Source: an optimization exercise on an open RTL-to-GDS flow (aim: small area). Production flows keep margins and buffers that such runs may drop.
Function was checked by simulation only, so behaviour that the tests miss may differ from the original.
The flow treats the clock pin as an ideal source. Dropping or thinning the clock tree relies on that and would not hold on a real chip.
Power and IR drop assume default switching activity.

`flow/design.v`:
```
module buck_v1_0 #(
  parameter model_data_width = 25,
  parameter model_decimal_width = 16
)(
  input aclk,
  input resetn,
  input clock_enable,
  input pwm,
  input signed [model_data_width-1:0] input_voltage,
  input signed [model_data_width-1:0] period_inductor,
  input signed [model_data_width-1:0] period_capacitor,
  input signed [model_data_width-1:0] inverse_resistor,
  output reg signed [model_data_width-1:0] inductor_current,
  output reg signed [model_data_width-1:0] capacitor_current,
  output reg signed [model_data_width-1:0] output_current,
  output reg signed [model_data_width-1:0] output_voltage
);
  reg  [2:0] ph;    
  reg  [5:0] it;    
  reg        p;     
  reg        c1;    
  reg        c2;    
  wire idle = ph[2] & (ph[1] | ph[0]);
  wire run  = ~idle;
  wire ph0 = (ph == 3'd0);
  wire ph1 = (ph == 3'd1);
  wire ph2 = (ph == 3'd2);
  wire ph3 = (ph == 3'd3);
  wire ph4 = (ph == 3'd4);
  wire it_last = it[5] & it[3];               
  wire it_hi   = it[5] | it[4];               
  wire it_lo   = ~it[5] & ~(it[4] & it[3]);   
  always @(posedge aclk)
    if (!resetn)
      ph <= 3'd7;
    else if (clock_enable) begin
      ph <= 3'd0;
      p <= pwm;
    end else if (run & it_last)
      ph <= ph + 3'd1;
  always @(posedge aclk)
    if (clock_enable)
      it <= 6'd0;
    else if (it_last)
      it <= ph3 ? 6'd16 : 6'd0;
    else
      it <= it + 6'd1;
  wire [31:0] vin_ext = {{7{input_voltage[24]}}, input_voltage};
  wire a2 = p & (it[5] ? input_voltage[24] : vin_ext[it[4:0]]);
  wire b2 = ~output_voltage[0];
  wire dv = a2 ^ b2 ^ c2;
  always @(posedge aclk)
    if (!ph1)
      c2 <= 1'b1;
    else if (it_lo)
      c2 <= (a2 & b2) | (a2 & c2) | (b2 & c2);
  wire x  = ph1 ? dv : ph2 ? output_current[0] : output_voltage[0];
  wire gx = x & (ph0 | ph3);
  wire lx = x & ph1;
  wire cx = x & ph2;
  wire [24:0] ppn = ~((inverse_resistor & {25{gx}}) |
                      (period_inductor  & {25{lx}}) |
                      (period_capacitor & {25{cx}}));
  wire [24:0] q = capacitor_current;
  wire [24:0] s;
  wire [25:0] cy;
  assign cy[0] = 1'b1;
  genvar k;
  generate
    for (k = 0; k < 25; k = k + 1) begin : g_add
      assign s[k] = q[k] ^ ppn[k] ^ cy[k];
      assign cy[k+1] = (q[k] & ppn[k]) | (q[k] & cy[k]) | (ppn[k] & cy[k]);
    end
  endgenerate
  wire s25 = q[24] ^ ppn[24] ^ cy[25];
  wire ob = s[0];    
  wire sub = ~ph0;
  wire a1 = ph2 ? output_voltage[0] : ph3 ? 1'b0 : inductor_current[0];
  wire b1 = (ph4 ? output_current[0] : ob) ^ sub;
  wire sum1 = a1 ^ b1 ^ c1;
  always @(posedge aclk)
    if (clock_enable)
      c1 <= 1'b0;
    else if (it_last)
      c1 <= 1'b1;
    else if (it_hi)
      c1 <= (a1 & b1) | (a1 & c1) | (b1 & c1);
    else
      c1 <= ((c1 ^ sub) | ob) ^ sub;
  wire acc_clr = clock_enable | (run & it_last & ~ph[2] & ~(ph[1] & ph[0]));
  wire ic_hold = resetn & ~clock_enable & idle;
  wire ic_load = resetn & ~acc_clr & run;
  wire [24:0] ic_next = {(ph4 ? sum1 : s25), s[24:1]};
  always @(posedge aclk)
    capacitor_current <= ({25{ic_hold}} & capacitor_current) |
                         ({25{ic_load}} & ic_next);
  wire il_en = run & it_hi & (ph0 | ph1 | ph4);
  wire il_in = ph1 ? sum1 : inductor_current[0];
  always @(posedge aclk)
    inductor_current <= ({25{resetn & ~il_en}} & inductor_current) |
                        ({25{resetn & il_en}} & {il_in, inductor_current[24:1]});
  wire vo_en = run & (ph2 ? it_hi : (~ph[2] & (it_lo | it_last)));
  wire vo_in = ph2 ? sum1 : output_voltage[0];
  always @(posedge aclk)
    output_voltage <= ({25{resetn & ~vo_en}} & output_voltage) |
                      ({25{resetn & vo_en}} & {vo_in, output_voltage[24:1]});
  wire io_en = run & (ph2 ? it_lo : (it_hi & ~ph1));
  wire io_in = (ph0 | ph3) ? sum1 : output_current[0];
  always @(posedge aclk)
    output_current <= ({25{resetn & ~io_en}} & output_current) |
                      ({25{resetn & io_en}} & {io_in, output_current[24:1]});
endmodule
```
`flow/flow/run.sh`:
```
#!/bin/bash
# Layout flow: the standard ORFS flow (standard.sh) with changes that only
# affect which cells implement the logic, not the design or its constraints:
#  1. synthesis maps the combinational logic with an area-oriented ABC script
#     (flow/abc_area.script); flip-flops come from the standard steps;
#  2. after synthesis, chains of full adders fed through inverters are
#     flipped to the other polarity (flow/fixfa.py) and the combinational
#     logic around them is re-mapped with ABC (flow/remap.ys); registers,
#     their names and cell types are untouched;
#  3. ports are buffered with the smallest buffer (buf_1);
#  4. CTS uses clkbuf_8 without dummy loads; each clock buffer is then sized
#     to the smallest clkbuf that keeps the clock edge fast (flow/post_cts.tcl).
# Each tool's output goes to a log_*.txt file in the work folder.
set -euo pipefail
W=$PWD
R=$W/orfs/results/sky130hd/buck_v1_0/base
YOSYS=$FLOW_HOME/../tools/install/yosys/bin/yosys
rm -rf "$W/scripts_area"
cp -r "$FLOW_HOME/scripts" "$W/scripts_area"
cp "$W/flow/abc_area.script" "$W/scripts_area/abc_area.script"
bash standard.sh SCRIPTS_DIR="$W/scripts_area" "$R/1_2_yosys.v" > "$W/log_synth.txt" 2>&1
cp "$R/1_2_yosys.v" "$W/synth_standard_abc.v"
python3 "$W/flow/fixfa.py" "$R/1_2_yosys.v" "$W/remap_in.v" > "$W/log_fixfa.txt" 2>&1
cp "$W/flow/abc_area.script" "$W/abc_area.script"
"$YOSYS" -s "$W/flow/remap.ys" > "$W/log_remap.txt" 2>&1
cp "$W/remap_out.v" "$R/1_2_yosys.v"
bash standard.sh synth > "$W/log_synth_odb.txt" 2>&1
export BUFFER_PORTS_ARGS="-buffer_cell sky130_fd_sc_hd__buf_1"
export CTS_ARGS="-sink_clustering_enable -repair_clock_nets -dont_use_dummy_load -buf_list {sky130_fd_sc_hd__clkbuf_8}"
export POST_CTS_TCL="$W/flow/post_cts.tcl"
bash standard.sh finish > "$W/log_finish.txt" 2>&1
```
`flow/flow/abc_area.script`:
```
strash
&get -n
&dch -f
&nf -a -R 1000
&put
strash
&get -n
&dch -f
&nf -a -R 1000
&put
topo
```
`flow/flow/fixfa.py`:
```
#!/usr/bin/env python3
"""Flip the polarity of chains of sky130 full adders in a Yosys netlist.

A full adder is self-dual: fa(~a, ~b, ~c) = (~sum, ~cout). Synthesis often
feeds a chain of full adders through inverters on most inputs. For each
connected chain (full adders linked cout -> input) this tool feeds every
input in the other polarity (taking the inverter's input where an inverter
drives it, else adding one) and inverts the outputs that leave the chain.
It does so only when that removes more inverters than it adds. Logic
function is unchanged; a later ABC run absorbs the added inverters.
"""
import re, sys, collections

src = open(sys.argv[1]).read()
inst_re = re.compile(r'^(\s*)(sky130_fd_sc_hd__\w+)\s+(\S+)\s*\((.*?)\);\s*$', re.S | re.M)
pin_re = re.compile(r'\.(\w+)\(([^()]*?)\s*\)')
OUTS = {'X', 'Y', 'Q', 'Q_N', 'SUM', 'COUT', 'HI', 'LO'}

insts = []
for m in inst_re.finditer(src):
    pins = [(p, n.strip()) for p, n in pin_re.findall(m.group(4))]
    insts.append({'type': m.group(2), 'name': m.group(3), 'pins': pins, 'span': m.span()})

drv = {}
loads = collections.defaultdict(list)
for i, c in enumerate(insts):
    for p, n in c['pins']:
        if p in OUTS:
            drv[n] = (i, p)
        else:
            loads[n].append((i, p))

def is_inv(i):
    t = insts[i]['type']
    return re.search(r'__(clk)?inv_\d+$', t) is not None

def is_fa(i):
    return re.search(r'__fa_\d+$', insts[i]['type']) is not None

# connected components of fa cells through cout -> fa input
fa_ids = [i for i in range(len(insts)) if is_fa(i)]
parent = {i: i for i in fa_ids}
def find(x):
    while parent[x] != x:
        parent[x] = parent[parent[x]]
        x = parent[x]
    return x
for i in fa_ids:
    cout = dict(insts[i]['pins']).get('COUT')
    for (j, p) in loads.get(cout, []):
        if j in parent:
            parent[find(j)] = find(i)
comps = collections.defaultdict(list)
for i in fa_ids:
    comps[find(i)].append(i)

# existing inverter outputs for each net (to reuse)
inv_of = {}
for i in range(len(insts)):
    if is_inv(i):
        d = dict(insts[i]['pins'])
        inv_of.setdefault(d['A'], d['Y'])

new_cells = []
counter = [0]
def newnet():
    counter[0] += 1
    return '\\fafix_n%d ' % counter[0]
def newinv(a):
    y = newnet()
    counter[0] += 1
    new_cells.append('  sky130_fd_sc_hd__clkinv_1 \\fafix_i%d  (\n    .A(%s),\n    .Y(%s)\n  );\n' % (counter[0], a, y))
    return y

edits = {}  # inst index -> dict pin -> new net
total_gain = 0
for root, comp in comps.items():
    cs = set(comp)
    outnets = set()
    for i in comp:
        d = dict(insts[i]['pins'])
        outnets.add(d['SUM']); outnets.add(d['COUT'])
    # estimate gain
    removed = set(); added = 0
    for i in comp:
        for p, n in insts[i]['pins']:
            if p in ('A', 'B', 'CIN'):
                if n in drv and drv[n][0] in cs:
                    continue
                if n in drv and is_inv(drv[n][0]):
                    removed.add(drv[n][0])
                elif n not in inv_of:
                    added += 1
    # inverters we bypass are only removable if all their loads are comp inputs
    real_removed = 0
    for k in removed:
        y = dict(insts[k]['pins'])['Y']
        if all(j in cs and p in ('A', 'B', 'CIN') for j, p in loads[y]):
            real_removed += 1
    for n in outnets:
        if any(not (j in cs and p in ('A', 'B', 'CIN')) for j, p in loads.get(n, [])) or n not in loads:
            added += 1
    gain = real_removed - added
    sys.stderr.write('chain of %d fa: removes %d inverters, adds %d\n' % (len(comp), real_removed, added))
    if gain <= 0:
        continue
    total_gain += gain
    # apply
    flipped = {}  # original out net -> new net carrying its complement
    for i in comp:
        d = dict(insts[i]['pins'])
        for p in ('SUM', 'COUT'):
            flipped[d[p]] = newnet()
    for i in comp:
        e = {}
        for p, n in insts[i]['pins']:
            if p in ('A', 'B', 'CIN'):
                if n in flipped:
                    e[p] = flipped[n]
                elif n in drv and is_inv(drv[n][0]):
                    e[p] = dict(insts[drv[n][0]]['pins'])['A']
                elif n in inv_of:
                    e[p] = inv_of[n]
                else:
                    e[p] = newinv(n)
                    inv_of[n] = e[p]
            elif p in ('SUM', 'COUT'):
                e[p] = flipped[n]
        edits[i] = e
    for n, nn in flipped.items():
        others = [(j, p) for j, p in loads.get(n, []) if not (j in cs and p in ('A', 'B', 'CIN'))]
        if others or n not in loads:
            # restore the original net from the complement
            counter[0] += 1
            new_cells.append('  sky130_fd_sc_hd__clkinv_1 \\fafix_i%d  (\n    .A(%s),\n    .Y(%s)\n  );\n' % (counter[0], nn, n))

out = []
last = 0
for i, c in enumerate(insts):
    if i not in edits:
        continue
    s, e = c['span']
    out.append(src[last:s])
    body = '  %s %s (\n' % (c['type'], c['name']) + ',\n'.join('    .%s(%s)' % (p, edits[i].get(p, n)) for p, n in c['pins']) + '\n  );'
    out.append(body)
    last = e
out.append(src[last:])
res = ''.join(out)
# declare new nets and add new cells before endmodule
decl = ''.join('  wire \\fafix_n%d ;\n' % k for k in range(1, counter[0] + 1))
idx = res.rindex('endmodule')
res = res[:idx] + decl + ''.join(new_cells) + res[idx:]
open(sys.argv[2], 'w').write(res)
sys.stderr.write('total inverter gain %d\n' % total_gain)
```
`flow/flow/post_cts.tcl`:
```
# After CTS: size each clock buffer, from the root of the tree down, to the
# smallest clkbuf that keeps the clock edge at its sinks fast (placement-based
# estimate), then legalize the placement.
set_propagated_clock [all_clocks]
set my_clk_sizes {sky130_fd_sc_hd__clkbuf_2 sky130_fd_sc_hd__clkbuf_4 sky130_fd_sc_hd__clkbuf_8 sky130_fd_sc_hd__clkbuf_16}
set my_clk_limit_ps 95
proc my_sink_slew {inst} {
  set w 0
  foreach it [[[$inst findITerm X] getNet] getITerms] {
    if {[$it isOutputSignal]} { continue }
    set p [get_pins "[[$it getInst] getName]/[[$it getMTerm] getName]"]
    foreach a {slew_max_rise slew_max_fall slew_min_rise slew_min_fall} {
      set w [expr {max($w, [sta::time_ui_sta [get_property $p $a]] * 1e12)}]
    }
  }
  return $w
}
# clock buffers level by level, starting from those the clock port drives
set my_levels {}
set frontier {}
foreach bt [[[ord::get_db_block] findNet aclk] getITerms] {
  if {[string match "clkbuf_*" [[$bt getInst] getName]]} { lappend frontier [$bt getInst] }
}
while {[llength $frontier]} {
  lappend my_levels $frontier
  set next {}
  foreach inst $frontier {
    foreach it [[[$inst findITerm X] getNet] getITerms] {
      if {[$it isOutputSignal]} { continue }
      if {[string match "clkbuf_*" [[$it getInst] getName]]} { lappend next [$it getInst] }
    }
  }
  set frontier $next
}
foreach level $my_levels {
  foreach inst $level {
    replace_cell [get_cells [$inst getName]] [lindex $my_clk_sizes 0]
  }
  for {set i 0} {$i < [llength $my_clk_sizes]} {incr i} {
    estimate_parasitics -placement
    set changed 0
    foreach inst $level {
      set m [[$inst getMaster] getName]
      set k [lsearch $my_clk_sizes $m]
      set w [my_sink_slew $inst]
      puts "clock buffer [$inst getName] $m: sink slew $w ps"
      if {$w > $my_clk_limit_ps && $k >= 0 && $k < [llength $my_clk_sizes] - 1} {
        replace_cell [get_cells [$inst getName]] [lindex $my_clk_sizes [expr {$k + 1}]]
        incr changed
      }
    }
    if {$changed == 0} { break }
  }
}
detailed_placement
check_placement -verbose
estimate_parasitics -placement
```
`flow/flow/remap.ys`:
```
# Re-map the combinational logic of the synthesized netlist with ABC.
# Flip-flops, full/half adders and tie cells stay as they are (black boxes);
# every other cell is replaced by its function and mapped again.
read_liberty -ignore_miss_func /OpenROAD-flow-scripts/flow/platforms/sky130hd/lib/sky130_fd_sc_hd__tt_025C_1v80.lib
blackbox sky130_fd_sc_hd__dfxtp_* sky130_fd_sc_hd__edfxtp_* sky130_fd_sc_hd__fa_* sky130_fd_sc_hd__conb_1
read_verilog remap_in.v
hierarchy -top buck_v1_0
flatten
rename -hide w:*.*
opt_clean -purge
abc -script abc_area.script -liberty /OpenROAD-flow-scripts/flow/platforms/sky130hd/lib/sky130_fd_sc_hd__tt_025C_1v80.lib -dont_use sky130_fd_sc_hd__lpflow_bleeder_1 -dont_use sky130_fd_sc_hd__lpflow_clkbufkapwr_1 -dont_use sky130_fd_sc_hd__lpflow_clkbufkapwr_16 -dont_use sky130_fd_sc_hd__lpflow_clkbufkapwr_2 -dont_use sky130_fd_sc_hd__lpflow_clkbufkapwr_4 -dont_use sky130_fd_sc_hd__lpflow_clkbufkapwr_8 -dont_use sky130_fd_sc_hd__lpflow_clkinvkapwr_1 -dont_use sky130_fd_sc_hd__lpflow_clkinvkapwr_16 -dont_use sky130_fd_sc_hd__lpflow_clkinvkapwr_2 -dont_use sky130_fd_sc_hd__lpflow_clkinvkapwr_4 -dont_use sky130_fd_sc_hd__lpflow_clkinvkapwr_8 -dont_use sky130_fd_sc_hd__lpflow_decapkapwr_12 -dont_use sky130_fd_sc_hd__lpflow_decapkapwr_3 -dont_use sky130_fd_sc_hd__lpflow_decapkapwr_4 -dont_use sky130_fd_sc_hd__lpflow_decapkapwr_6 -dont_use sky130_fd_sc_hd__lpflow_decapkapwr_8 -dont_use sky130_fd_sc_hd__lpflow_inputiso0n_1 -dont_use sky130_fd_sc_hd__lpflow_inputiso0p_1 -dont_use sky130_fd_sc_hd__lpflow_inputiso1n_1 -dont_use sky130_fd_sc_hd__lpflow_inputiso1p_1 -dont_use sky130_fd_sc_hd__lpflow_inputisolatch_1 -dont_use sky130_fd_sc_hd__lpflow_isobufsrc_1 -dont_use sky130_fd_sc_hd__lpflow_isobufsrc_16 -dont_use sky130_fd_sc_hd__lpflow_isobufsrc_2 -dont_use sky130_fd_sc_hd__lpflow_isobufsrc_4 -dont_use sky130_fd_sc_hd__lpflow_isobufsrc_8 -dont_use sky130_fd_sc_hd__lpflow_isobufsrckapwr_16 -dont_use sky130_fd_sc_hd__lpflow_lsbuf_lh_hl_isowell_tap_1 -dont_use sky130_fd_sc_hd__lpflow_lsbuf_lh_hl_isowell_tap_2 -dont_use sky130_fd_sc_hd__lpflow_lsbuf_lh_hl_isowell_tap_4 -dont_use sky130_fd_sc_hd__lpflow_lsbuf_lh_isowell_4 -dont_use sky130_fd_sc_hd__lpflow_lsbuf_lh_isowell_tap_1 -dont_use sky130_fd_sc_hd__lpflow_lsbuf_lh_isowell_tap_2 -dont_use sky130_fd_sc_hd__lpflow_lsbuf_lh_isowell_tap_4 -dont_use sky130_fd_sc_hd__probe_p_8 -dont_use sky130_fd_sc_hd__probec_p_8 -D 28000
opt_clean -purge
hilomap -singleton -hicell sky130_fd_sc_hd__conb_1 HI -locell sky130_fd_sc_hd__conb_1 LO
insbuf -buf sky130_fd_sc_hd__buf_4 A X
opt_clean -purge
check
stat -liberty /OpenROAD-flow-scripts/flow/platforms/sky130hd/lib/sky130_fd_sc_hd__tt_025C_1v80.lib
write_verilog -noattr -nohex -nodec remap_out.v
```
`flow/standard.sh`:
```
#!/bin/bash
# synth_recipe.tcl (not shown) runs the flow's synth.tcl, then flattens the netlist and writes it again
# the make line also repeats each setting of config.mk as NAME=value (left out here)
make -C /OpenROAD-flow-scripts/flow DESIGN_CONFIG=/design/flow/config.mk WORK_HOME=/design/flow/orfs CLKGATE_MAP_FILE= SYNTH_SCRIPT=/design/flow/synth_recipe.tcl "${@:-finish}"
```
`flow/config.mk`:
```
export PLATFORM = sky130hd
export DESIGN_NAME = buck_v1_0
export DESIGN_NICKNAME = buck_v1_0
export VERILOG_FILES = /design/flow/design.v
export SDC_FILE = /design/flow/constraint.sdc
export NUM_CORES = 4
export LEC_CHECK = 0
export ABC_AREA = 1
export CAP_MARGIN = 5
export CORE_MARGIN = 2
export CORE_UTILIZATION = 65
export GPL_TIMING_DRIVEN = 0
export SLEW_MARGIN = 5
```
`flow/constraint.sdc`:
```
create_clock -name core_clock -period 28.0 [get_ports {aclk}]
set_input_delay 5.6000 -clock core_clock [delete_from_list [all_inputs] [get_ports {aclk}]]
set_output_delay 5.6000 -clock core_clock [all_outputs]
set_load 0.01 [all_outputs]
```
==> reports/results.ini, run 1 <==
[setup_path]
critical_path.max_fanout = 25
r2r_cells = 38
path_class = primary input to flop
crit_slowest_cell = nor2_2
cp_slowest_stage_delay_ns = 0.83
required_ns = 28.25
critPathBufInv = 2
reg2reg_slack_ns = 13.28
crit_path_end_kind = flop
cp_common_cell = fa_1
worstPathArrival_ns = 19.48
worst_setup_path_start_kind = primary input
r2r_end = capacitor_current[23]
cp_top_family = adder cells
reg2reg_from = it[0]

[clocking]
clk_pin_slew_ns = 0.07
cts.sinks = 112
cts_tree = done
clk_latency_ns = 0.33

[worst_hold_path]
hold_start = it[0]
hold_end = it[0]
min_path_cells = 1
min-delay-path-class = flop to flop

[cells_and_area]
final_nets = 724
syn_to_final_growth_pct = 24.8
final_cells = 672
diodes = 0
drive_above_1_share = 0.0389

[timing]
slew_headroom = 0.177
setup_violations = 0
worst_pin_slew_ns = 1.23
fin_setup_tns_ns = 0
holdWs_ns = 0.474
fmax_mhz = 52.0
finalCritPeriodShare = 0.687
rsz0062_at_grt = no
drv_slew = 0
fin_crit_ns = 19.23
finalHoldViolCount = 0
skew_ns = 0.0130

[power_and_ir_drop]
powerDensity_nw_per_um2 = 52.8
ir_drop_uv = 40.1
p_clk_frac = 0.301
p_leak_uw = 0.00200
power.share.sequential = 0.557
power_switching_uw = 74.7
internal_power_uw = 222
sw_frac_of_total = 0.252
combPwrFrac = 0.143

[global_routing]
track_usage = 0.311
overflow = 0
grt_max_degree = 26
antenna_found_initial = 0
grt_pass1_wl_um = 18500
grt_pass1_vias = 3808

[synthesis]
synth_area_um2 = 4510
synth_cells = 375
yosys_warnings = 1
syn-num-nets = 505
syn_avg_cell_area_um2 = 12.0

[floorplan]
core_um2 = 6760
dieArea_um2 = 7620
initial_utilization = 0.667
die_w_um = 87.3
io_pins = 204
fp-row-count = 30
die_h_um = 87.3

[placed_design]
hpwl_um = 8900
gp_congestion = 0.904
portBuffers = 203
dp_cells = 663

[routing]
vias = 4260
viasPerCell = 6.34
drt-initial-drc-count = 392
antenna_left = 0
drc = 0
dr.pass1.iters = 9
wirelength_um = 12500
route.detailed.wl_per_inst_um = 18.7

[run]
drv_cap = 0

[run_status]
status = complete, no violations

## power groups by stage
stage	clock network, µW	logic (µW)	registers (µW)
final	89.2	42.4	165
after global routing	96.3	47.3	166
after detailed placement	0	41.1	169
after global placement	0	37.6	169
after floorplan	0	25.2	169
## how the worst max path moves through the flow
stage,from,cells past startpoint,to,slack (ns)
after floorplan,input_voltage[13],37,capacitor_current[23],8.64
after global placement,input_voltage[13],38,capacitor_current[23],7.29
after detailed placement,input_voltage[13],38,capacitor_current[23],8.58
after global routing,input_voltage[13],38,capacitor_current[23],8.27
final,input_voltage[13],38,capacitor_current[23],8.77
## layout make-up
type                    count  area [µm²]
fillers                   423        1130
inverters                   7        26.3
multi-input cells         256        2260
well taps                  80         100
clock buffers               9         169
repair buffers            208         818
flip-flops and latches    112        2250
## routing by layer
layer / vias up / global-route usage / part of all wire
met5: - / 0 / 0
met3: 30 / 0.0711 / 0.084
met4: 0 / 0.105 / 0.025
li1: 1949 / - / -
met1: 2052 / 0.398 / 0.40
met2: 229 / 0.521 / 0.49
## sequential cells by signal (all words and copies together), names as in the netlist
register           count
c2                     1
inductor_current      25
output_voltage        25
ph                     3
c1                     1
capacitor_current     25
p                      1
output_current        25
it                     6
## cells in the final DEF, fill, tap and decap left out, types with 5 or more instances in the layout
master and instances:
buf_1 203, nand2_1 18, clkbuf_8 5, nor2_2 6, fa_1 26, o21ai_0 10
a222oi_1 31, a22o_1 98, nor2_1 16, a21oi_1 10, clkinv_1 7, dfxtp_1 111
## per-stage QoR
step	setup WS [ns]	area, µm²	utilization	power, µW
after global routing	8.27	5630	0.833	309
final	8.77	5630	0.833	297
after detailed placement	8.58	5460	0.808	210
after global placement	7.29	5370	0.795	206
after floorplan	8.64	4510	-	194
==> run 2: changes to the inputs <==
--- a/flow/config.mk
+++ b/flow/config.mk
@@ -6,8 +6,7 @@
 export NUM_CORES = 4
 export LEC_CHECK = 0
 export ABC_AREA = 1
-export CAP_MARGIN = 5
+export CAP_MARGIN = 20
 export CORE_MARGIN = 2
 export CORE_UTILIZATION = 65
-export GPL_TIMING_DRIVEN = 0
-export SLEW_MARGIN = 5
+export SLEW_MARGIN = 20
==> run 2 against run 1 <==
  * Still clean
  * Clock power shrank 3.1%
  * Via count shrank 0.28%
  * Non-clock buffer count grew 4
  * Synthesized area is the same
  * First-iteration DRC count grew 18%
  * Final area shrank 0.27%
  * Clock skew grew 0.0091 ns
  * Critical path type unchanged
  * Critical endpoint unchanged
  * Largest cell class is now flip-flops and latches
==> reports/results.ini, run 2 <==
[run_status]
status = complete, no violations

[cells_and_area]
final_nets = 728  ; +0.55%
diodes = 0  ; unchanged
final_common_cell = buf_1
drive_above_1_share = 0.0352  ; -0.00362
syn_to_final_growth_pct = 24.5
utilization = 0.830  ; -0.00222
fin_area_um2 = 5610  ; -0.27%
layout_common_cells = buf_1 (203), dfxtp_1 (111), a22o_1 (98), a222oi_1 (31), fa_1 (26)

[routing]
top_layer = met4
viasPerCell = 6.28  ; -0.87%
dr.pass1.iters = 9  ; unchanged
m1WireLength_um = 4820  ; -3.3%
dr_wl_met2_um = 5930  ; -4.1%
wirelength_um = 12100  ; -3.5%
vias = 4248  ; -0.28%
wl_met3_um = 1050  ; -0.29%
antenna_left = 0  ; unchanged
drt-initial-drc-count = 463  ; +18%
route.detailed.wl_per_inst_um = 17.9  ; -4.1%
drc = 0  ; unchanged

[timing]
drv_slew = 0  ; unchanged
rsz0062_at_grt = no
worst_pin_slew_ns = 0.858  ; -0.376 ns
fin_crit_ns = 18.69  ; -0.536 ns
fin_setup_tns_ns = 0  ; unchanged
finalHoldViolCount = 0  ; unchanged
fmax_mhz = 53.5  ; +2.9%
skew_ns = 0.0221  ; +0.00915 ns
finalCritPeriodShare = 0.668  ; -0.0191
setup_violations = 0  ; unchanged
slew_headroom = 0.428  ; +0.251

[placed_design]
hpwl_um = 8800  ; -1.2%
dpl_cell_area_um2 = 5450  ; about the same
gp_congestion = 0.930  ; +2.8%
portBuffers = 203  ; unchanged

[setup_path]
crit_path_end_kind = flop
required_ns = 28.23  ; -0.02 ns
critical_path.max_fanout = 26  ; +4.0%
path_class = primary input to flop
cp_common_cell = fa_1
cp_slowest_stage_delay_ns = 0.44  ; -0.39 ns
crit_slowest_cell = fa_1
critPathBufInv = 4  ; +2
reg2reg_slack_ns = 13.79  ; +0.51 ns
worstPathArrival_ns = 18.92  ; -0.56 ns
worst_setup_path_start_kind = primary input
cp_top_family = adder cells

[clocking]
cts.sinks = 112  ; unchanged
clk_pin_slew_ns = 0.08  ; about the same
cts_tree = done
clk_latency_ns = 0.33  ; about the same

[power_and_ir_drop]
p_leak_uw = 0.00201  ; +0.62%
powerDensity_nw_per_um2 = 52.4  ; -0.69%
power_uw = 294  ; -0.96%
ir_drop_uv = 38.8  ; -3.3%

[global_routing]
grt_pass1_wl_um = 17900  ; -2.8%
track_usage = 0.304  ; -0.00722
grt_max_degree = 27  ; +3.8%
grt_pass1_vias = 3757  ; -1.3%
antenna_found_initial = 0  ; unchanged
overflow = 0  ; unchanged

[floorplan]
initial_utilization = 0.667  ; unchanged
die_w_um = 87.3  ; unchanged
die_h_um = 87.3  ; unchanged
io_pins = 204  ; unchanged
core_um2 = 6760  ; unchanged
fp-row-count = 30  ; unchanged
dieArea_um2 = 7620  ; unchanged

[run]
drv_cap = 0  ; unchanged

[synthesis]
yosys_warnings = 1  ; unchanged
syn-num-nets = 505  ; unchanged
synth_area_um2 = 4510  ; unchanged
syn_avg_cell_area_um2 = 12.0  ; unchanged
synth_cells = 375  ; unchanged

[worst_hold_path]
min-delay-path-class = flop to flop

-- run 2: cell type report --
class / count / area [µm²]
clock buffers: 9 / 158
fillers: 444 / 1150
inverters: 7 / 26.3
multi-input cells: 256 / 2240
flip-flops and latches: 112 / 2250
well taps: 80 / 100
repair buffers: 212 / 830
-- run 2: stage by stage --
step	instances	setup slack, ns	hold slack, ns
floorplan	375	8.64	0.430
global placement	667	9.39	0.444
detailed placement	667	9.11	0.461
global route	676	8.80	0.510
finish	676	9.31	0.475
-- run 2: final timing paths --
path	to	depth (start not counted)	from
max	capacitor_current[23]	40	input_voltage[13]
min	output_voltage[24]	2	output_voltage[24]
max reg2reg	capacitor_current[23]	40	it[0]
min reg2reg	output_voltage[24]	2	output_voltage[24]
-- run 2: metal layers --
layer / global-route usage / up-vias
li1: - / 1956
met1: 0.393 / 2033
met2: 0.495 / 235
met3: 0.0673 / 24
met4: 0.124 / 0
met5: 0 / -
-- run 2: report_power, final --
| group | total [µW] | switching, µW | internal, µW | leakage, µW |
|---|---|---|---|---|
| registers | 165 | 3.46 | 162 | 0.000905 |
| clock network | 86.4 | 47.9 | 38.5 | 0.0000801 |
| logic | 42.2 | 23.3 | 18.9 | 0.00102 |
| total | 294 | 74.7 | 219 | 0.00201 |
-- run 2: worst reg2reg max path, delay by kind of cell, from the launching register on --
kind	cells	cell delay, ns
buffers and inverters	3	0.64
adder cells (fa/ha/maj)	25	10.75
flip-flops	1	0.41
AO/OA/AOI/OAI	7	1.25
AND/OR/NAND/NOR	5	1.08
==> run 3: changes to the inputs <==
--- a/flow/design.v
+++ b/flow/design.v
@@ -104,8 +104,8 @@
   always @(posedge aclk)
     output_voltage <= ({25{resetn & ~vo_en}} & output_voltage) |
                       ({25{resetn & vo_en}} & {vo_in, output_voltage[24:1]});
-  wire io_en = run & (ph2 ? it_lo : (it_hi & ~ph1));
-  wire io_in = (ph0 | ph3) ? sum1 : output_current[0];
+  wire io_en = run & (ph2 | (it_hi & ~ph1));
+  wire io_in = (ph0 | ph3) ? sum1 : ph2 ? output_current[24] : output_current[0];
   always @(posedge aclk)
     output_current <= ({25{resetn & ~io_en}} & output_current) |
                       ({25{resetn & io_en}} & {io_in, output_current[24:1]});
==> flow/flow/abc_area.script (replaced) <==
strash
&get -n
&dch -f
&nf -a -R 1000
&put
topo
==> run 3 against run 2 <==
  * Via count grew 1.6%
  * First-iteration DRC count shrank 33%
  * Critical endpoint unchanged
  * Power shrank 1.4%
  * Register-to-register slack gained 0.20 ns
==> reports/results.ini, run 3 <==
[run_status]
status = complete, no violations

[setup_path]
worstPathArrival_ns = 19.03  ; +0.11 ns
worst_setup_path_start_kind = primary input
required_ns = 28.26  ; +0.03 ns
crit_path_end_kind = flop
cp_slowest_stage_delay_ns = 0.48  ; +0.04 ns
r2r_end = capacitor_current[23]
reg2reg_slack_ns = 13.99  ; +0.20 ns
crit_slowest_cell = fa_1
cp_common_cell = fa_1
critical_path.max_fanout = 27  ; +3.8%
reg2reg_from = it[0]
r2r_cells = 41  ; +2.5%
path_class = primary input to flop

[clocking]
cts_tree = done
clk_pin_slew_ns = 0.10  ; +0.02 ns
cts.sinks = 112  ; unchanged
clk_latency_ns = 0.33  ; about the same

[global_routing]
track_usage = 0.308  ; +0.00440
overflow = 0  ; unchanged
antenna_found_initial = 0  ; unchanged
grt_pass1_wl_um = 18500  ; +3.2%
grt_max_degree = 28  ; +3.7%
grt_pass1_vias = 3975  ; +5.8%

[timing]
finalHoldViolCount = 0  ; unchanged
worst_slack_ns = 9.24  ; -0.0714 ns
skew_ns = 0.0226  ; +0.000498 ns
rsz0062_at_grt = no
fmax_mhz = 53.3  ; -0.38%
worst_pin_slew_ns = 0.894  ; +0.0358 ns
fin_setup_tns_ns = 0  ; unchanged
finalCritPeriodShare = 0.670  ; +0.00255
setup_violations = 0  ; unchanged
holdWs_ns = 0.481  ; +0.00623 ns
fin_crit_ns = 18.76  ; +0.0714 ns
slew_headroom = 0.404  ; -0.0238
drv_slew = 0  ; unchanged

[placed_design]
dpl_cell_area_um2 = 5530  ; +1.5%
dp_slack_ns = 8.99  ; -0.123 ns
portBuffers = 203  ; unchanged
hpwl_um = 8840  ; +0.48%
gp_congestion = 0.901  ; -3.2%

[floorplan]
io_pins = 204  ; unchanged
fp-row-count = 30  ; unchanged
dieArea_um2 = 7730  ; +1.5%
die_w_um = 87.9  ; +0.74%
core_um2 = 6790  ; +0.56%
die_h_um = 87.9  ; +0.74%
initial_utilization = 0.674  ; +0.00663

[synthesis]
syn_avg_cell_area_um2 = 11.8  ; -1.8%
synth_cells = 388  ; +3.5%
synth_area_um2 = 4580  ; +1.6%
yosys_warnings = 1  ; unchanged
syn-num-nets = 518  ; +2.6%

[power_and_ir_drop]
ir_drop_uv = 44.6  ; +15%
p_leak_uw = 0.00202  ; +0.37%
powerDensity_nw_per_um2 = 50.9  ; -2.9%
power_uw = 290  ; -1.4%

[cells_and_area]
fin_area_um2 = 5700  ; +1.5%
layout_common_cells = buf_1 (203), dfxtp_1 (111), a22o_1 (99), fa_1 (26)
nFillCells = 425  ; -4.3%
final_nets = 740  ; +1.6%
final_common_cell = buf_1
diodes = 0  ; unchanged
drive_above_1_share = 0.0329  ; -0.00234
syn_to_final_growth_pct = 24.4  ; about the same

[routing]
dr.pass1.iters = 6  ; -3
viasPerCell = 6.13  ; -2.4%
wirelength_um = 12300  ; +1.7%
drt-initial-drc-count = 311  ; -33%
antenna_left = 0  ; unchanged
vias = 4316  ; +1.6%
drc = 0  ; unchanged
route.detailed.wl_per_inst_um = 17.5  ; -2.3%

[run]
drv_cap = 0  ; unchanged

[worst_hold_path]
hold_start = it[0]
hold_end = it[0]
min_path_cells = 1  ; -1
min-delay-path-class = flop to flop

[run 3: power breakdown]
part | leakage (µW) | internal, µW | switching [µW]
combinational | 0.00103 | 16.9 | 21.7
sequential | 0.000905 | 162 | 3.27
clock | 0.0000827 | 40.1 | 46.4
[run 3: layer usage]
layer	routed length (µm)	global-route usage	up-vias
met2	6320	0.543	220
met3	896	0.0537	33
met4	309	0.124	0
li1	-	-	1996
met1	4780	0.376	2067
met5	0	0	-
[run 3: layout make-up]
class                   instances  area (µm²)  area share
well taps                      96         120      0.0211
multi-input cells             272        2320       0.408
clock buffers                   9         163      0.0286
repair buffers                211         822       0.144
flip-flops and latches        112        2250       0.395
inverters                       4        15.0     0.00264
[run 3: worst max path at each step]
| stage | from | end | slack (ns) | depth (start not counted) |
|---|---|---|---|---|
| floorplan | input_voltage[12] | capacitor_current[23] | 8.57 | 39 |
| global placement | input_voltage[12] | capacitor_current[23] | 9.35 | 42 |
| detailed placement | input_voltage[12] | capacitor_current[23] | 8.99 | 42 |
| global route | input_voltage[12] | capacitor_current[23] | 8.74 | 42 |
| finish | input_voltage[12] | capacitor_current[23] | 9.24 | 42 |
[run 3: critical path, delay by kind of cell]
kind                       cells  cell delay [ns]
AOI/OAI and AO/OA              7             1.18
buffers and inverters          4             0.71
and+or+nand+nor                6             0.74
adders and majority gates     25            10.80
[run 3: metrics by stage]
stage                     cells  utilization
after floorplan             388            -
after global placement      695        0.815
after detailed placement    695        0.815
after global routing        704        0.838
final                       704        0.838
==> run 4: changes to the inputs <==
--- a/flow/design.v
+++ b/flow/design.v
@@ -104,8 +104,8 @@
   always @(posedge aclk)
     output_voltage <= ({25{resetn & ~vo_en}} & output_voltage) |
                       ({25{resetn & vo_en}} & {vo_in, output_voltage[24:1]});
-  wire io_en = run & (ph2 | (it_hi & ~ph1));
-  wire io_in = (ph0 | ph3) ? sum1 : ph2 ? output_current[24] : output_current[0];
+  wire io_en = run & (ph2 ? it_lo : (it_hi & ~ph1));
+  wire io_in = (ph0 | ph3) ? sum1 : output_current[0];
   always @(posedge aclk)
     output_current <= ({25{resetn & ~io_en}} & output_current) |
                       ({25{resetn & io_en}} & {io_in, output_current[24:1]});
--- a/flow/flow/run.sh
+++ b/flow/flow/run.sh
@@ -8,8 +8,9 @@
 #     logic around them is re-mapped with ABC (flow/remap.ys); registers,
 #     their names and cell types are untouched;
 #  3. ports are buffered with the smallest buffer (buf_1);
-#  4. CTS uses clkbuf_8 without dummy loads; each clock buffer is then sized
-#     to the smallest clkbuf that keeps the clock edge fast (flow/post_cts.tcl).
+#  4. CTS uses clkbuf_8 without dummy loads; the registers are then regrouped
+#     into 4 balanced clusters, each with one leaf buffer driven by the clock
+#     port and sized to keep the clock edge fast (flow/post_cts.tcl).
 # Each tool's output goes to a log_*.txt file in the work folder.
 set -euo pipefail
 W=$PWD
==> flow/flow/abc_area.script (replaced) <==
strash
&get -n
&dch -f
&nf -a -R 1000
&put
strash
&get -n
&dch -f
&nf -a -R 1000
&put
topo
==> flow/flow/post_cts.tcl (replaced) <==
set_propagated_clock [all_clocks]
set my_clk_sizes {sky130_fd_sc_hd__clkbuf_2 sky130_fd_sc_hd__clkbuf_4 sky130_fd_sc_hd__clkbuf_8 sky130_fd_sc_hd__clkbuf_16}
set my_clk_limit_ps 95
set my_max_leaves 4
set block [ord::get_db_block]
set clknet [$block findNet aclk]

proc my_is_clkbuf {inst} { return [string match "clkbuf_*" [$inst getName]] }
proc my_out_net {inst} { return [[$inst findITerm X] getNet] }
proc my_center {inst} {
  set b [$inst getBBox]
  return [list [expr {([$b xMin] + [$b xMax]) / 2.0}] [expr {([$b yMin] + [$b yMax]) / 2.0}]]
}
proc my_sinks {net} {
  set r {}
  foreach it [$net getITerms] { if {![$it isOutputSignal]} { lappend r $it } }
  return $r
}
proc my_sink_slew {inst} {
  set w 0
  foreach it [my_sinks [my_out_net $inst]] {
    set p [get_pins "[[$it getInst] getName]/[[$it getMTerm] getName]"]
    foreach a {slew_max_rise slew_max_fall slew_min_rise slew_min_fall} {
      set w [expr {max($w, [sta::time_ui_sta [get_property $p $a]] * 1e12)}]
    }
  }
  return $w
}

# leaves: clock buffers that drive registers
set leaves {}
set inner {}
foreach inst [$block getInsts] {
  if {![my_is_clkbuf $inst]} { continue }
  set drives_buf 0
  foreach it [my_sinks [my_out_net $inst]] {
    if {[my_is_clkbuf [$it getInst]]} { set drives_buf 1 }
  }
  if {$drives_buf} { lappend inner $inst } else { lappend leaves $inst }
}
# regroup the registers into at most my_max_leaves clusters (k-means on
# their positions); each cluster gets one leaf buffer at its centroid
set sinks {}
foreach inst $leaves { foreach it [my_sinks [my_out_net $inst]] { lappend sinks $it } }
set pos {}
foreach it $sinks { lappend pos [my_center [$it getInst]] }
set nk [expr {min($my_max_leaves, [llength $leaves])}]
# initial centers: the first nk leaves, ordered by sink count
set seeds [lsort -decreasing -command {apply {{a b} {
  expr {[llength [my_sinks [my_out_net $a]]] - [llength [my_sinks [my_out_net $b]]]}}}} $leaves]
set centers {}
foreach inst [lrange $seeds 0 [expr {$nk - 1}]] {
  set sx 0.0; set sy 0.0; set sn 0
  foreach it [my_sinks [my_out_net $inst]] {
    lassign [my_center [$it getInst]] x y
    set sx [expr {$sx + $x}]; set sy [expr {$sy + $y}]; incr sn
  }
  lappend centers [list [expr {$sx / $sn}] [expr {$sy / $sn}]]
}
for {set iter 0} {$iter < 50} {incr iter} {
  # balanced assignment: closest (register, center) pairs first, each
  # center taking at most cap registers
  set cap [expr {([llength $pos] + $nk - 1) / $nk + 1}]
  set pairs {}
  set i 0
  foreach p $pos {
    lassign $p x y
    for {set k 0} {$k < $nk} {incr k} {
      lassign [lindex $centers $k] cx cy
      lappend pairs [list [expr {abs($x - $cx) + abs($y - $cy)}] $i $k]
    }
    incr i
  }
  set assign [lrepeat [llength $pos] -1]
  set fill [lrepeat $nk 0]
  foreach pr [lsort -real -index 0 $pairs] {
    lassign $pr d i k
    if {[lindex $assign $i] >= 0 || [lindex $fill $k] >= $cap} { continue }
    lset assign $i $k
    lset fill $k [expr {[lindex $fill $k] + 1}]
  }
  set newc {}
  for {set k 0} {$k < $nk} {incr k} {
    set sx 0.0; set sy 0.0; set sn 0
    foreach p $pos a $assign {
      if {$a == $k} { lassign $p x y; set sx [expr {$sx + $x}]; set sy [expr {$sy + $y}]; incr sn }
    }
    if {$sn == 0} { lappend newc [lindex $centers $k] } else { lappend newc [list [expr {$sx / $sn}] [expr {$sy / $sn}]] }
  }
  if {$newc eq $centers} { break }
  set centers $newc
}
set keep [lrange $seeds 0 [expr {$nk - 1}]]
foreach it $sinks a $assign {
  $it disconnect
  $it connect [my_out_net [lindex $keep $a]]
}
for {set k 0} {$k < $nk} {incr k} {
  lassign [lindex $centers $k] cx cy
  [lindex $keep $k] setLocation [expr {int($cx)}] [expr {int($cy)}]
}
foreach inst [lrange $seeds $nk end] {
  set onet [my_out_net $inst]
  foreach it [$inst getITerms] { $it disconnect }
  odb::dbInst_destroy $inst
  if {[llength [$onet getITerms]] == 0} { odb::dbNet_destroy $onet }
}
set leaves $keep
# the clock port drives the leaves directly
foreach inst $leaves {
  [$inst findITerm A] disconnect
  [$inst findITerm A] connect $clknet
}
foreach inst $inner {
  set onet [my_out_net $inst]
  foreach it [$inst getITerms] { $it disconnect }
  odb::dbInst_destroy $inst
  if {[llength [$onet getITerms]] == 0} { odb::dbNet_destroy $onet }
}
foreach inst $leaves {
  replace_cell [get_cells [$inst getName]] [lindex $my_clk_sizes 0]
}
for {set i 0} {$i < [llength $my_clk_sizes]} {incr i} {
  estimate_parasitics -placement
  set changed 0
  foreach inst $leaves {
    set m [[$inst getMaster] getName]
    set k [lsearch $my_clk_sizes $m]
    set w [my_sink_slew $inst]
    puts "clock buffer [$inst getName] $m: [llength [my_sinks [my_out_net $inst]]] sinks, sink slew $w ps"
    if {$w > $my_clk_limit_ps && $k >= 0 && $k < [llength $my_clk_sizes] - 1} {
      replace_cell [get_cells [$inst getName]] [lindex $my_clk_sizes [expr {$k + 1}]]
      incr changed
    }
  }
  if {$changed == 0} { break }
}
detailed_placement
check_placement -verbose
estimate_parasitics -placement
--- a/flow/config.mk
+++ b/flow/config.mk
@@ -6,7 +6,7 @@
 export NUM_CORES = 4
 export LEC_CHECK = 0
 export ABC_AREA = 1
-export CAP_MARGIN = 20
+export CAP_MARGIN = 0
 export CORE_MARGIN = 2
 export CORE_UTILIZATION = 65
-export SLEW_MARGIN = 20
+export SLEW_MARGIN = 0
==> run 4 against run 3 <==
  * Critical path type unchanged
  * Synthesized area shrank 1.5%
  * Final cell count decreased by 4.7%
  * Combinational power up 9.3%
==> reports/results.ini, run 4 <==
[cells_and_area]
final_nets = 723  ; -2.3%
final_cells = 671  ; -4.7%
diodes = 0  ; unchanged
syn_to_final_growth_pct = 23.2
utilization = 0.822  ; -0.0166
final_common_cell = buf_1
nFillCells = 447  ; +5.2%
drive_above_1_share = 0.0271  ; -0.00582
layout_common_cells = buf_1 (203), dfxtp_1 (111), a22o_1 (98), a222oi_1 (31), fa_1 (26)

[floorplan]
io_pins = 204  ; unchanged
fp-row-count = 30  ; unchanged
core_um2 = 6760  ; -0.55%
die_w_um = 87.3  ; -0.73%
initial_utilization = 0.667  ; -0.00663
dieArea_um2 = 7620  ; -1.5%
die_h_um = 87.3  ; -0.73%

[worst_hold_path]
hold_end = output_voltage[24]
hold_start = output_voltage[24]
min_path_cells = 2  ; +1
min-delay-path-class = flop to flop

[setup_path]
reg2reg_from = it[0]
critical_path.max_fanout = 26  ; -3.7%
cp_common_cell = fa_1
worstPathArrival_ns = 18.89  ; -0.14 ns
crit_path_end_kind = flop
crit_slowest_cell = fa_1
required_ns = 28.09  ; -0.17 ns
r2r_end = capacitor_current[23]
worst_setup_path_start_kind = primary input
path_class = primary input to flop
r2r_cells = 40  ; -2.4%
reg2reg_slack_ns = 13.85  ; -0.14 ns
cp_slowest_stage_delay_ns = 0.44  ; -0.04 ns

[routing]
dr.pass1.iters = 9  ; +3
route.detailed.wl_per_inst_um = 17.9  ; +2.2%
viasPerCell = 6.24  ; +1.7%
antenna_left = 0  ; unchanged
drt-initial-drc-count = 406  ; +31%
vias = 4185  ; -3.0%
wirelength_um = 12000  ; -2.6%
drc = 0  ; unchanged

[synthesis]
synth_area_um2 = 4510  ; -1.5%
synth_cells = 375  ; -3.4%
syn_avg_cell_area_um2 = 12.0  ; +1.9%
yosys_warnings = 1  ; unchanged
syn-num-nets = 505  ; -2.5%

[timing]
rsz0062_at_grt = no
worst_slack_ns = 9.21  ; -0.0281 ns
setup_violations = 0  ; unchanged
slew_headroom = 0.185  ; -0.219
worst_pin_slew_ns = 1.22  ; +0.328 ns
finalCritPeriodShare = 0.671  ; +0.00100
fin_crit_ns = 18.79  ; +0.0281 ns
fmax_mhz = 53.2  ; -0.15%
fin_setup_tns_ns = 0  ; unchanged
finalHoldViolCount = 0  ; unchanged
drv_slew = 0  ; unchanged
skew_ns = 0.0142  ; -0.00844 ns

[clocking]
cts.sinks = 112  ; unchanged
clk_latency_ns = 0.17  ; -0.16 ns
clk_pin_slew_ns = 0.11  ; about the same

[global_routing]
grt_max_degree = 30  ; +7.1%
antenna_found_initial = 0  ; unchanged
grt_pass1_vias = 3713  ; -6.6%
track_usage = 0.297  ; -0.0111
grt_pass1_wl_um = 17900  ; -3.2%
overflow = 0  ; unchanged

[run]
drv_cap = 0  ; unchanged

[placed_design]
dp_cells = 667  ; -4.0%
hpwl_um = 8800  ; -0.48%
dp_slack_ns = 9.11  ; +0.123 ns
gp_congestion = 0.930  ; +3.3%
portBuffers = 203  ; unchanged

[power_and_ir_drop]
powerDensity_nw_per_um2 = 49.0  ; -3.6%
ir_drop_uv = 50.2  ; +13%
p_leak_uw = 0.00198  ; -2.0%

[run_status]
status = complete, no violations

==> run 4: cell type report <==
cell class / count / area [µm²] / share of cell area
Sequential cell: 112 / 2250 / 0.406
Multi-Input combinational cell: 256 / 2240 / 0.404
Timing Repair Buffer: 212 / 830 / 0.149
Clock buffer: 4 / 100 / 0.0180
Tap cell: 80 / 100 / 0.0180
Inverter: 7 / 26.3 / 0.00473
==> run 4: stage by stage <==
stage,instance area [µm²],power [µW],hold WS [ns]
after floorplan,4510,194,0.430
after global placement,5450,207,0.444
after detailed placement,5450,210,0.461
after global routing,5550,285,0.516
final,5550,272,0.481
==> run 4: critical path, delay by kind of cell <==
| family | cells | cell delay [ns] |
|---|---|---|
| AND/OR/NAND/NOR | 4 | 0.58 |
| adder cells (fa/ha/maj) | 25 | 10.72 |
| buffers and inverters | 4 | 0.71 |
| AO/OA/AOI/OAI | 7 | 1.26 |
==> run 4: how the worst max path moves through the flow <==
| stage | slack, ns | to | startpoint | cells after the start |
|---|---|---|---|---|
| final | 9.21 | capacitor_current[23] | input_voltage[13] | 40 |
| after detailed placement | 9.11 | capacitor_current[23] | input_voltage[13] | 40 |
| after global routing | 8.67 | capacitor_current[23] | input_voltage[13] | 40 |
| after floorplan | 8.64 | capacitor_current[23] | input_voltage[13] | 37 |
| after global placement | 9.39 | capacitor_current[23] | input_voltage[13] | 40 |
==> run 4: power by group <==
| group | total (µW) | leakage [µW] | switching [µW] | internal (µW) |
|---|---|---|---|---|
| sequential | 166 | 0.000905 | 3.50 | 162 |
| combinational | 42.2 | 0.00102 | 23.3 | 18.9 |
| clock | 64.7 | 0.0000493 | 38.3 | 26.4 |
==> run 4: metal layers <==
layer	routed length, µm	GRT usage	vias to the layer above	share of wire
li1	-	-	1949	-
met3	958	0.0531	25	0.080
met1	4830	0.387	2007	0.40
met2	5900	0.507	204	0.49
met4	298	0.0895	0	0.025
met5	0	0	-	0
==> run 5: changes to the inputs <==
--- a/flow/config.mk
+++ b/flow/config.mk
@@ -6,7 +6,7 @@
 export NUM_CORES = 4
 export LEC_CHECK = 0
 export ABC_AREA = 1
-export CAP_MARGIN = 0
+export CAP_MARGIN = 20
 export CORE_MARGIN = 2
 export CORE_UTILIZATION = 65
-export SLEW_MARGIN = 0
+export SLEW_MARGIN = 20
==> run 5 against run 4 <==
  * Global-route usage unchanged
  * Core utilization unchanged
  * Power hardly changed
  * Clock skew down 0.0011 ns
  * Combinational power about the same
  * Via count increased by 0.65%
  * Worst setup slack improved by 0.011 ns
  * First-iteration DRC count increased by 2.0%
  * Maximum frequency is essentially flat
  * Clock power about the same
  * Largest cell class unchanged
  * Largest power group unchanged
  * Highest routed layer unchanged
==> reports/results.ini, run 5 <==
[worst_hold_path]
min-delay-path-class = flop to flop

[routing]
drc = 0  ; unchanged
viasPerCell = 6.28  ; +0.65%
route.detailed.wl_per_inst_um = 17.9  ; about the same
wirelength_um = 12000  ; about the same
drt-initial-drc-count = 414  ; +2.0%
antenna_left = 0  ; unchanged
dr.pass1.iters = 9  ; unchanged
vias = 4212  ; +0.65%

[timing]
slew_headroom = 0.432  ; +0.246
fin_crit_ns = 18.78  ; -0.0113 ns
drv_slew = 0  ; unchanged
skew_ns = 0.0131  ; -0.00112 ns
finalCritPeriodShare = 0.671  ; about the same
fin_setup_tns_ns = 0  ; unchanged
fmax_mhz = 53.2  ; about the same
setup_violations = 0  ; unchanged
worst_slack_ns = 9.22  ; +0.0113 ns
holdWs_ns = 0.481  ; -0.0000240 ns
worst_pin_slew_ns = 0.853  ; -0.369 ns
rsz0062_at_grt = no
finalHoldViolCount = 0  ; unchanged

[global_routing]
grt_pass1_wl_um = 17900  ; unchanged
grt_pass1_vias = 3713  ; unchanged
overflow = 0  ; unchanged
antenna_found_initial = 0  ; unchanged
grt_max_degree = 30  ; unchanged
track_usage = 0.297  ; unchanged

[synthesis]
synth_area_um2 = 4510  ; unchanged
syn-num-nets = 505  ; unchanged
synth_cells = 375  ; unchanged
syn_avg_cell_area_um2 = 12.0  ; unchanged
yosys_warnings = 1  ; unchanged

[clocking]
clk_latency_ns = 0.17  ; about the same
cts.sinks = 112  ; unchanged
clk_pin_slew_ns = 0.11  ; about the same

[cells_and_area]
final_common_cell = buf_1
utilization = 0.822  ; unchanged
final_nets = 723  ; unchanged
layout_common_cells = buf_1 (203), dfxtp_1 (111), a22o_1 (98), a222oi_1 (31), fa_1 (26)
drive_above_1_share = 0.0271  ; unchanged
syn_to_final_growth_pct = 23.2  ; unchanged
fin_area_um2 = 5550  ; unchanged
diodes = 0  ; unchanged
nFillCells = 447  ; unchanged

[setup_path]
cp_top_family = adder cells
endpoint = capacitor_current[23]
critPathBufInv = 4  ; unchanged
worstPathArrival_ns = 18.87  ; -0.02 ns
r2r_cells = 40  ; unchanged
required_ns = 28.09  ; about the same
crit_path_end_kind = flop
crit_slowest_cell = fa_1
critical_path.max_fanout = 26  ; unchanged
path_class = primary input to flop
cp_slowest_stage_delay_ns = 0.45  ; about the same
r2r_end = capacitor_current[23]
worst_setup_path_start_kind = primary input
crit_path_start = input_voltage[13]
cp_common_cell = fa_1
reg2reg_from = it[0]
reg2reg_slack_ns = 13.87  ; +0.02 ns
cp_num_cells = 40  ; unchanged

[floorplan]
io_pins = 204  ; unchanged
die_h_um = 87.3  ; unchanged
fp-row-count = 30  ; unchanged
core_um2 = 6760  ; unchanged
dieArea_um2 = 7620  ; unchanged
initial_utilization = 0.667  ; unchanged
die_w_um = 87.3  ; unchanged

[power_and_ir_drop]
p_leak_uw = 0.00198  ; about the same
powerDensity_nw_per_um2 = 49.0  ; about the same
ir_drop_uv = 50.2  ; about the same

[placed_design]
portBuffers = 203  ; unchanged
dpl_cell_area_um2 = 5450  ; unchanged
dp_slack_ns = 9.11  ; unchanged
gp_congestion = 0.930  ; unchanged
hpwl_um = 8800  ; unchanged

[run_status]
status = complete, no violations

[run]
drv_cap = 0  ; unchanged

[run 5: worst reg2reg max path: cells and delay by family (launching register included)]
family | cells | cell delay, ns
flops | 1 | 0.41
buf+inv | 3 | 0.62
compound gates | 7 | 1.23
fa+ha+maj | 25 | 10.76
simple gates | 5 | 1.05
[run 5: final cells by class]
class                   instances  area (µm²)  share of cell area
clock buffers                   4         100              0.0180
inverters                       7        26.3             0.00473
multi-input cells             256        2240               0.404
flip-flops and latches        112        2250               0.406
well taps                      80         100              0.0180
repair buffers                212         830               0.149
[run 5: how the worst min path moves through the flow]
stage | from | to | slack (ns) | depth (start not counted)
2_1_floorplan | it[0] | it[0] | 0.43 | 1
3_3_place_gp | it[0] | it[0] | 0.44 | 1
3_5_place_dp | output_voltage[24] | output_voltage[24] | 0.46 | 2
5_1_grt | output_voltage[24] | output_voltage[24] | 0.52 | 2
6_report | output_voltage[24] | output_voltage[24] | 0.48 | 2
[run 5: where the power goes]
part / internal [µW] / leakage, µW / switching [µW]
combinational: 18.9 / 0.00102 / 23.3
sequential: 162 / 0.000905 / 3.51
clock: 26.4 / 0.0000493 / 38.1
[run 5: metrics by stage]
| stage | power, µW | instances |
|---|---|---|
| floorplan | 194 | 375 |
| global placement | 207 | 667 |
| detailed placement | 210 | 667 |
| global route | 285 | 671 |
| finish | 272 | 671 |
[run 5: layer usage]
layer | track usage | vias to the layer above | wire (µm)
met1 | 0.387 | 2006 | 4780
met5 | 0 | - | 0
met2 | 0.507 | 232 | 5910
met3 | 0.0531 | 23 | 1020
met4 | 0.0895 | 0 | 282
li1 | - | 1951 | -
==> run 6: changes to the inputs <==
--- a/flow/config.mk
+++ b/flow/config.mk
@@ -8,5 +8,5 @@
 export ABC_AREA = 1
 export CAP_MARGIN = 20
 export CORE_MARGIN = 2
-export CORE_UTILIZATION = 65
+export CORE_UTILIZATION = 70
 export SLEW_MARGIN = 20
==> run 6 against run 5 <==
  * Critical path type unchanged
  * Clock skew up 0.0049 ns
  * Combinational power about the same
  * Via count up 2.8%
  * Still clean on timing, DRC and antenna
  * Final cell count decreased by 0.45%
  * Largest cell class unchanged
  * Sequential power about the same
  * Critical path depth unchanged
  * Register-to-register slack got worse by 0.17 ns
  * Non-clock buffer count unchanged
  * Synthesized cell count is the same
==> reports/results.ini, run 6 <==
[worst_hold_path]
min-delay-path-class = flop to flop
hold_start = c2
min_path_cells = 2  ; unchanged

[clocking]
clk_latency_ns = 0.17  ; about the same
clk_pin_slew_ns = 0.11  ; about the same
cts.sinks = 112  ; unchanged

[placed_design]
gp_congestion = 0.899  ; -3.3%
dp_cells = 664  ; -0.45%
dp_slack_ns = 8.91  ; -0.201 ns
portBuffers = 203  ; unchanged
hpwl_um = 9180  ; +4.4%
dpl_cell_area_um2 = 5450  ; about the same

[setup_path]
worst_setup_path_start_kind = primary input
crit_path_start = input_voltage[13]
path_class = primary input to flop
critPathBufInv = 4  ; unchanged
cp_slowest_stage_delay_ns = 0.44  ; about the same
cp_common_cell = fa_1
reg2reg_from = it[0]
crit_path_end_kind = flop
r2r_cells = 40  ; unchanged
required_ns = 28.07  ; -0.02 ns
crit_slowest_cell = fa_1
cp_top_family = adder cells
worstPathArrival_ns = 19.02  ; +0.15 ns
critical_path.max_fanout = 26  ; unchanged
cp_num_cells = 40  ; unchanged

[floorplan]
initial_utilization = 0.718  ; +0.0509
core_um2 = 6280  ; -7.1%
fp-row-count = 29  ; -3.3%
die_w_um = 84.3  ; -3.5%
die_h_um = 84.3  ; -3.5%
dieArea_um2 = 7100  ; -6.8%
io_pins = 204  ; unchanged

[timing]
fin_crit_ns = 18.95  ; +0.173 ns
fmax_mhz = 52.8  ; -0.91%
worst_slack_ns = 9.05  ; -0.173 ns
finalHoldViolCount = 0  ; unchanged
worst_pin_slew_ns = 0.858  ; +0.00535 ns
rsz0062_at_grt = no
setup_violations = 0  ; unchanged
drv_slew = 0  ; unchanged
skew_ns = 0.0180  ; +0.00491 ns
slew_headroom = 0.428  ; -0.00357
fin_setup_tns_ns = 0  ; unchanged
finalCritPeriodShare = 0.677  ; +0.00618

[synthesis]
yosys_warnings = 1  ; unchanged
synth_area_um2 = 4510  ; unchanged
syn-num-nets = 505  ; unchanged
syn_avg_cell_area_um2 = 12.0  ; unchanged
synth_cells = 375  ; unchanged

[cells_and_area]
diodes = 0  ; unchanged
layout_common_cells = buf_1 (203), dfxtp_1 (111), a22o_1 (98), a222oi_1 (31), fa_1 (26)
fin_area_um2 = 5550  ; about the same
final_common_cell = buf_1
regArea_um2 = 2250  ; unchanged
final_nets = 723  ; unchanged
syn_to_final_growth_pct = 23.1  ; about the same
drive_above_1_share = 0.0271  ; unchanged
final_cells = 668  ; -0.45%
multi_input_area_um2 = 2240  ; unchanged
nFillCells = 311  ; -30%

[routing]
drt-initial-drc-count = 456  ; +10%
dr.pass1.iters = 14  ; +5
route.detailed.wl_per_inst_um = 19.1  ; +6.8%
wirelength_um = 12800  ; +6.3%
drc = 0  ; unchanged
antenna_left = 0  ; unchanged
vias = 4332  ; +2.8%
viasPerCell = 6.49  ; +3.3%

[power_and_ir_drop]
ir_drop_uv = 49.9  ; -0.55%
powerDensity_nw_per_um2 = 49.5  ; +0.97%
p_leak_uw = 0.00198  ; unchanged

[global_routing]
antenna_found_initial = 0  ; unchanged
overflow = 0  ; unchanged
grt_pass1_wl_um = 20000  ; +12%
grt_max_degree = 30  ; unchanged
grt_pass1_vias = 4078  ; +9.8%
track_usage = 0.351  ; +0.0539

[run]
drv_cap = 0  ; unchanged

[run_status]
status = complete, no violations

run 6: final timing paths:
kind	slack, ns	to
setup / recovery	9.05	capacitor_current[23]
hold reg to reg	0.49	c2
hold / removal	0.49	c2
setup reg to reg	13.70	capacitor_current[23]
run 6: layout make-up:
class | instances | area share
sequential | 112 | 0.406
timing repair buffer | 212 | 0.149
multi-input combinational | 256 | 0.405
inverter | 7 | 0.00474
clock buffer | 4 | 0.0180
tap | 77 | 0.0174
run 6: metal layers:
layer,track usage,part of all wire,up-vias
met1,0.448,0.38,2049
li1,-,-,1949
met3,0.0678,0.091,48
met4,0.150,0.037,0
met5,0,0,-
met2,0.589,0.50,286
run 6: worst register-to-register path: cells and delay by family (launching register included):
| family | cells | cell delay, ns |
|---|---|---|
| fa+ha+maj | 25 | 10.78 |
| compound gates | 7 | 1.35 |
| simple gates | 5 | 1.06 |
| buf+inv | 3 | 0.64 |
| flops | 1 | 0.40 |
run 6: stage by stage:
| stage | hold slack, ns | power (µW) | utilization |
|---|---|---|---|
| floorplan | 0.430 | 194 | - |
| global placement | 0.439 | 207 | 0.868 |
| detailed placement | 0.465 | 211 | 0.868 |
| global route | 0.525 | 285 | 0.884 |
| finish | 0.492 | 275 | 0.884 |
run 6: power by group:
| group | switching [µW] | leakage [µW] | internal (µW) |
|---|---|---|---|
| Clock | 40.3 | 0.0000493 | 26.5 |
| Sequential | 3.42 | 0.000905 | 162 |
| Combinational | 23.7 | 0.00102 | 18.7 |
==> run 7: changes to the inputs <==
--- a/flow/flow/remap.ys
+++ b/flow/flow/remap.ys
@@ -1,5 +1,5 @@
 # Re-map the combinational logic of the synthesized netlist with ABC.
-# Flip-flops, full/half adders and tie cells stay as they are (black boxes);
+# Flip-flops, full adders and tie cells stay as they are (black boxes);
 # every other cell is replaced by its function and mapped again.
 read_liberty -ignore_miss_func /OpenROAD-flow-scripts/flow/platforms/sky130hd/lib/sky130_fd_sc_hd__tt_025C_1v80.lib
 blackbox sky130_fd_sc_hd__dfxtp_* sky130_fd_sc_hd__edfxtp_* sky130_fd_sc_hd__fa_* sky130_fd_sc_hd__conb_1
--- a/flow/config.mk
+++ b/flow/config.mk
@@ -8,5 +8,5 @@
 export ABC_AREA = 1
 export CAP_MARGIN = 20
 export CORE_MARGIN = 2
-export CORE_UTILIZATION = 70
+export CORE_UTILIZATION = 65
 export SLEW_MARGIN = 20
==> run 7 against run 6 <==
  * Maximum frequency grew 0.92%
  * Core utilization shrank 6.2 points
  * Register-to-register slack gained 0.17 ns
  * Critical path type unchanged
  * Highest routed layer unchanged
  * Worst hold slack lost 0.011 ns
  * Final cell count grew 0.45%
  * Critical path depth is the same
  * Combinational power is essentially flat
  * Clock skew shrank 0.0049 ns
  * Synthesized area is the same
  * First-iteration DRC count shrank 9.2%
  * Critical endpoint unchanged
  * Largest power group unchanged
  * Routed wire length shrank 6.0%
==> reports/results.ini, run 7 <==
[run_status]
status = complete, no violations

[global_routing]
antenna_found_initial = 0  ; unchanged
overflow = 0  ; unchanged
grt_pass1_vias = 3713  ; -9.0%
grt_max_degree = 30  ; unchanged
track_usage = 0.297  ; -0.0539
grt_pass1_wl_um = 17900  ; -10%

[timing]
drv_slew = 0  ; unchanged
worst_pin_slew_ns = 0.853  ; -0.00535 ns
slew_headroom = 0.432  ; +0.00357
fin_crit_ns = 18.78  ; -0.173 ns
fin_setup_tns_ns = 0  ; unchanged
finalHoldViolCount = 0  ; unchanged
fmax_mhz = 53.2  ; +0.92%
setup_violations = 0  ; unchanged
finalCritPeriodShare = 0.671  ; -0.00618
rsz0062_at_grt = no
skew_ns = 0.0131  ; -0.00491 ns

[synthesis]
yosys_warnings = 1  ; unchanged
synth_area_um2 = 4510  ; unchanged
syn-num-nets = 505  ; unchanged
synth_cells = 375  ; unchanged
syn_avg_cell_area_um2 = 12.0  ; unchanged

[cells_and_area]
final_common_cell = buf_1
syn_to_final_growth_pct = 23.2  ; about the same
final_nets = 723  ; unchanged
layout_common_cells = buf_1 (203), dfxtp_1 (111), a22o_1 (98), a222oi_1 (31), fa_1 (26)
drive_above_1_share = 0.0271  ; unchanged
nFillCells = 447  ; +44%
diodes = 0  ; unchanged

[floorplan]
fp-row-count = 30  ; +3.4%
core_um2 = 6760  ; +7.6%
die_h_um = 87.3  ; +3.6%
dieArea_um2 = 7620  ; +7.3%
io_pins = 204  ; unchanged
die_w_um = 87.3  ; +3.6%
initial_utilization = 0.667  ; -0.0509

[power_and_ir_drop]
ir_drop_uv = 50.2  ; +0.56%
power_uw = 272  ; -0.90%
p_leak_uw = 0.00198  ; unchanged
powerDensity_nw_per_um2 = 49.0  ; -0.97%

[routing]
route.detailed.wl_per_inst_um = 17.9  ; -6.4%
dr.pass1.iters = 9  ; -5
drc = 0  ; unchanged
vias = 4212  ; -2.8%
wirelength_um = 12000  ; -6.0%
viasPerCell = 6.28  ; -3.2%
drt-initial-drc-count = 414  ; -9.2%
antenna_left = 0  ; unchanged

[clocking]
cts.sinks = 112  ; unchanged
clk_pin_slew_ns = 0.11  ; about the same
clk_latency_ns = 0.17  ; about the same

[run]
drv_cap = 0  ; unchanged

[setup_path]
cp_top_family = adder cells
cp_slowest_stage_delay_ns = 0.45  ; about the same
worstPathArrival_ns = 18.87  ; -0.15 ns
required_ns = 28.09  ; +0.02 ns
critPathBufInv = 4  ; unchanged
crit_path_end_kind = flop
crit_slowest_cell = fa_1
cp_common_cell = fa_1
worst_setup_path_start_kind = primary input
path_class = primary input to flop
critical_path.max_fanout = 26  ; unchanged

[placed_design]
hpwl_um = 8800  ; -4.2%
portBuffers = 203  ; unchanged
gp_congestion = 0.930  ; +3.4%

[worst_hold_path]
min-delay-path-class = flop to flop

-- run 7: final cells by class --
| class | instances | area, µm² | share of cell area |
|---|---|---|---|
| clock buffer | 4 | 100 | 0.0180 |
| inverter | 7 | 26.3 | 0.00473 |
| multi-input combinational | 256 | 2240 | 0.404 |
| sequential | 112 | 2250 | 0.406 |
| tap | 80 | 100 | 0.0180 |
| timing repair buffer | 212 | 830 | 0.149 |
-- run 7: path summary, 6_finish.rpt --
check                           from               endpoint  slack [ns]  depth (start not counted)
setup / recovery   input_voltage[13]  capacitor_current[23]        9.22                         40
hold / removal    output_voltage[24]     output_voltage[24]        0.48                          2
setup reg to reg               it[0]  capacitor_current[23]       13.87                         40
hold reg to reg   output_voltage[24]     output_voltage[24]        0.48                          2
-- run 7: per-stage QoR --
step / worst slack (ns) / hold slack (ns) / util / std cells / cell area (µm²)
final: 9.22 / 0.481 / 0.822 / 671 / 5550
after global routing: 8.67 / 0.516 / 0.822 / 671 / 5550
after detailed placement: 9.11 / 0.461 / 0.807 / 667 / 5450
after global placement: 9.39 / 0.444 / 0.807 / 667 / 5450
after floorplan: 8.64 / 0.430 / - / 375 / 4510
-- run 7: worst reg2reg max path, delay by kind of cell (launching register included) --
family / cells / cell delay (ns)
simple gates: 5 / 1.05
flops: 1 / 0.41
buf+inv: 3 / 0.62
fa+ha+maj: 25 / 10.76
compound gates: 7 / 1.23
-- run 7: report_power, final --
part	internal, µW	leakage [µW]	total [µW]	switching [µW]
Clock	26.4	0.0000493	64.5	38.1
Sequential	162	0.000905	166	3.51
Combinational	18.9	0.00102	42.2	23.3
Total	207	0.00198	272	64.9
-- run 7: per-layer routing --
metal  routed length, µm  part of all wire  vias to the layer above  GRT usage
met3                1020             0.085                       23     0.0531
li1                    -                 -                     1951          -
met2                5910              0.49                      232      0.507
met5                   0                 0                        -          0
met4                 282             0.024                        0     0.0895
met1                4780              0.40                     2006      0.387

-- what the ideal ports hide --
In the flow no input, the clock included, has a driving cell. The finished layouts below were timed again as built, in two steps.
Step 1, drivers: a clkbuf_16 drives aclk and a buf_2 each remaining input, both assumed.
Step 2 times the ports against the registers' clock, not the clock port: input delays grow and output delays shrink by t, the midpoint of the rising clock arrivals with the driver on.
Slacks: no drivers / after step 1 / after step 2; pairs: no drivers / after step 1.
run | t, ns | slack for setup (ns)
run 1 | 0.355 | 8.771 / 8.783 / 8.428
run 2 | 0.356 | 9.307 / 9.325 / 8.969
run 3 | 0.359 | 9.236 / 9.249 / 8.890
run 4 | 0.235 | 9.207 / 9.260 / 9.025
run 5 | 0.234 | 9.219 / 9.271 / 9.037
run 6 | 0.240 | 9.046 / 9.101 / 8.861
run 7 | 0.234 | 9.219 / 9.271 / 9.037
After both steps setup and hold are still met in every run listed.
